What follows belongs to an exercise in optimizing a design on an open flow for small area and a short achievable clock period; a production flow would make more cautious choices. Only simulation tests tie the RTL to the original design; equivalence was not proved.

Setup of v42:
==> flow/design.v (excerpt) <==
module PE_array (
    input clk,
    input rst,
    input i_en,
    input [15:0] ifmap,
    input [127:0] weight,
    input [255:0] bias,
    output [255:0] ofmap,
    output valid
);
==> flow/config.mk <==
export PLATFORM = sky130hd
export DESIGN_NAME = PE_array
export DESIGN_NICKNAME = PE_array
export VERILOG_FILES = /design/flow/design.v
export SDC_FILE = /design/flow/constraint.sdc
export NUM_CORES = 4
export LEC_CHECK = 0
export CAP_MARGIN = 20
export CORE_MARGIN = 2
export CORE_UTILIZATION = 40
export SETUP_SLACK_MARGIN = 5
export SLEW_MARGIN = 20
==> flow/constraint.sdc <==
create_clock -name core_clock -period 10.0 [get_ports {clk}]
set_input_delay 2.0000 -clock core_clock [delete_from_list [all_inputs] [get_ports {clk}]]
set_output_delay 2.0000 -clock core_clock [all_outputs]
set_load 0.01 [all_outputs]
standard.sh (not shown) runs the stock make flow with config.mk's settings and CLKGATE_MAP_FILE= SYNTH_SCRIPT=/design/flow/synth_recipe.tcl, a recipe that flattens the netlist after the stock synthesis.
==> flow/flow/run.sh <==
#!/bin/bash
# Standard ORFS layout (the standard.sh, unchanged synthesis), with two changes:
# - the port buffers that placement inserts on every input and output are the
#   platform's smallest buffer instead of the one the resizer picks by default (the
#   resizer still resizes them where timing or slew needs it);
# - clock tree synthesis adds no dummy load cells for balancing.
set -euo pipefail
export BUFFER_PORTS_ARGS="-buffer_cell sky130_fd_sc_hd__buf_1"
export CTS_ARGS="-sink_clustering_enable -repair_clock_nets -sink_clustering_size 24 -sink_clustering_max_diameter 90 -dont_use_dummy_load"
bash standard.sh > standard.log 2>&1
--- input diff v42..v47 ---
Settings: swapping 40 for 50 in CORE_UTILIZATION.
Notes after the runs:
- From v42 to v47 the numbers moved as follows: maximum frequency moved up, total number of tap cells moved down.
- Between v42 and v47, core utilization increased.
- v42 → v47: global-route usage climbed 3.5 points.
- Min shortest period the worst path allows across v42 and v47: v47
- For v42, the timing startpoint of the critical path was ifmap[6], unlike v47, where it was ifmap[1].
- Relative to v42, first-iteration DRC count increased by about 12% in v47.
- Of v47 and v42, it is v47 that has the higher non-clock buffer count.
- Setup slack after placement, v42 and v47, lower one = v42.
- In v47 the fraction of area in multi-input gates turned out 0.43 points higher than in v42.
Modified inputs, v40 compared to v47
Settings: CAP_MARGIN now 60, was 20; SLEW_MARGIN now 80, was 20.
--- outcome ---
Per the comparison of v40 with v47, shortest period the worst path allows did not really move, clock buffer count from CTS lost 3.
Global routing met1 resource utilization delta (v47 -> v40): insignificant
Between v47 and v40, the difference in fraction of the cycle the final worst path needs is negligible.
Signed area change from the synthesized netlist to the final layout, v47 and v40: larger value in v40
Standard-cell row count: v40 vs v47 identical
### v40 -> v30
Settings: CAP_MARGIN: 60 -> 20; CTS_CLUSTER_SIZE: unset -> 30; CORE_UTILIZATION: 50 -> 40; SLEW_MARGIN: 80 -> 20; CTS_CLUSTER_DIAMETER: unset -> 100.
==> flow/run.sh (new file) <==
#!/bin/bash
# synth_recipe.tcl (not shown) runs the flow's synth.tcl, then flattens the netlist and writes it again
# the make line also repeats each setting of config.mk as NAME=value (left out here)
make -C /OpenROAD-flow-scripts/flow DESIGN_CONFIG=/design/flow/config.mk WORK_HOME=/design/flow/orfs CLKGATE_MAP_FILE= SYNTH_SCRIPT=/design/flow/synth_recipe.tcl finish
removed: flow/flow/run.sh
removed: flow/standard.sh
==> comparison <==
- Changes observed in v30 relative to v40: largest net degree at the start of global routing up 11; area of combinational cells with multiple inputs fell 3.4%.

* * *

PE_array again, from the RTL that the note above started with.
export LEC_CHECK = 0
export CAP_MARGIN = 60
export CORE_MARGIN = 2
export CORE_UTILIZATION = 50
export SETUP_SLACK_MARGIN = 5
export SLEW_MARGIN = 60
create_clock -name core_clock -period 10.0 [get_ports {clk}]
==> flow/flow/run.sh <==
#!/bin/bash
# Standard ORFS layout (the standard.sh, unchanged synthesis), with two changes:
# - the port buffers that placement inserts on every input and output are the
#   platform's smallest buffer instead of the one the resizer picks by default (the
#   resizer still resizes them where timing or slew needs it);
# - clock tree synthesis adds no dummy load cells for balancing.
set -euo pipefail
export BUFFER_PORTS_ARGS="-buffer_cell sky130_fd_sc_hd__buf_1"
export CTS_ARGS="-sink_clustering_enable -repair_clock_nets -sink_clustering_size 24 -sink_clustering_max_diameter 90 -dont_use_dummy_load"
bash standard.sh > standard.log 2>&1
Rerun with:
==> flow/flow/run.sh (replaced) <==
#!/bin/bash
# Standard ORFS layout (the standard.sh, unchanged synthesis), except that the
# port buffers that placement inserts on every input and output are the platform's
# smallest buffer instead of the one the resizer picks by default; the resizer
# still resizes them where timing or slew needs it.
set -euo pipefail
export BUFFER_PORTS_ARGS="-buffer_cell sky130_fd_sc_hd__buf_1"
bash standard.sh > standard.log 2>&1
- CAP_MARGIN: 60 -> 20
- CORE_UTILIZATION: 50 -> 40
- CTS_CLUSTER_DIAMETER: not set -> 100
- CTS_CLUSTER_SIZE: not set -> 30
- SLEW_MARGIN: 60 -> 20
Outcome:
- global-route usage goes down by 3.5 points
- first-iteration DRC count came out lower by roughly a tenth
- worst setup slack got worse by 0.073 ns
- design area grows slightly
- clock skew went down by 0.046 ns
- synthesized cell count is unchanged
- fmax goes down slightly
Rerun with:
==> flow/flow/run.sh (replaced) <==
#!/bin/bash
# Standard ORFS layout (the standard.sh, unchanged synthesis), with two changes:
# - the port buffers that placement inserts on every input and output are the
#   platform's smallest buffer instead of the one the resizer picks by default (the
#   resizer still resizes them where timing or slew needs it);
# - clock tree synthesis adds no dummy load cells for balancing.
set -euo pipefail
export BUFFER_PORTS_ARGS="-buffer_cell sky130_fd_sc_hd__buf_1"
export CTS_ARGS="-sink_clustering_enable -repair_clock_nets -sink_clustering_size 24 -sink_clustering_max_diameter 90 -dont_use_dummy_load"
bash standard.sh > standard.log 2>&1
- CAP_MARGIN: 20 -> 80
- CORE_UTILIZATION: 40 -> 50
- CTS_CLUSTER_DIAMETER: 100 -> not set
- CTS_CLUSTER_SIZE: 30 -> not set
- SLEW_MARGIN: 20 -> 80
What happened: Count of clock-buffer cells in the layout is higher by 4. Final area goes up by a few percent. Wire length went down by a few percent. Sequential share of layout area came out lower by 1.2 points. Global-route usage is higher by 3.7 points. Final cell count shrinks by a few percent. Via count is higher slightly. Synthesized cell count is unchanged. Non-clock buffer count grows by 229.

==> separate check: timing with driven ports <==
Ports are ideal in the flow. The routed layouts listed here were re-timed in OpenROAD.
Step 1 (the two cells are an assumption about what drives the block):
set clk [get_ports {clk}]
set_driving_cell -lib_cell sky130_fd_sc_hd__clkbuf_16 $clk
set_driving_cell -lib_cell sky130_fd_sc_hd__buf_2 [delete_from_list [all_inputs] $clk]
Step 2 times the ports against the registers' clock, not the clock port: input delays grow and output delays shrink by t, the midpoint of the rising clock arrivals with the driver on.
a / b / c = no drivers / after step 1 / after step 2; a / b = the first two.
| run | t, ns | slack for setup (ns) | worst slew at a driven data input, ns |
|---|---|---|---|
| v42 | 0.857 | 5.135 / 5.103 / 4.245 | 0.18 |
| v47 | 0.810 | 5.160 / 5.154 / 4.344 | 0.20 |
| v40 | 0.819 | 5.159 / 5.159 / 4.459 | 0.20 |
| v30 | 0.871 | 5.145 / 5.140 / 4.269 | 0.19 |
| the first run of note 2 | 0.822 | 5.234 / 5.234 / 4.441 | 0.21 |
| the second run of note 2 | 0.873 | 5.161 / 5.149 / 4.276 | 0.19 |
| the third run of note 2 | 0.818 | 5.194 / 5.194 / 4.479 | 0.20 |
After both steps every run listed still meets setup and hold. The setup slack of v42, which loses most, moves by -0.032 ns with the drivers and by -0.890 ns with both steps.
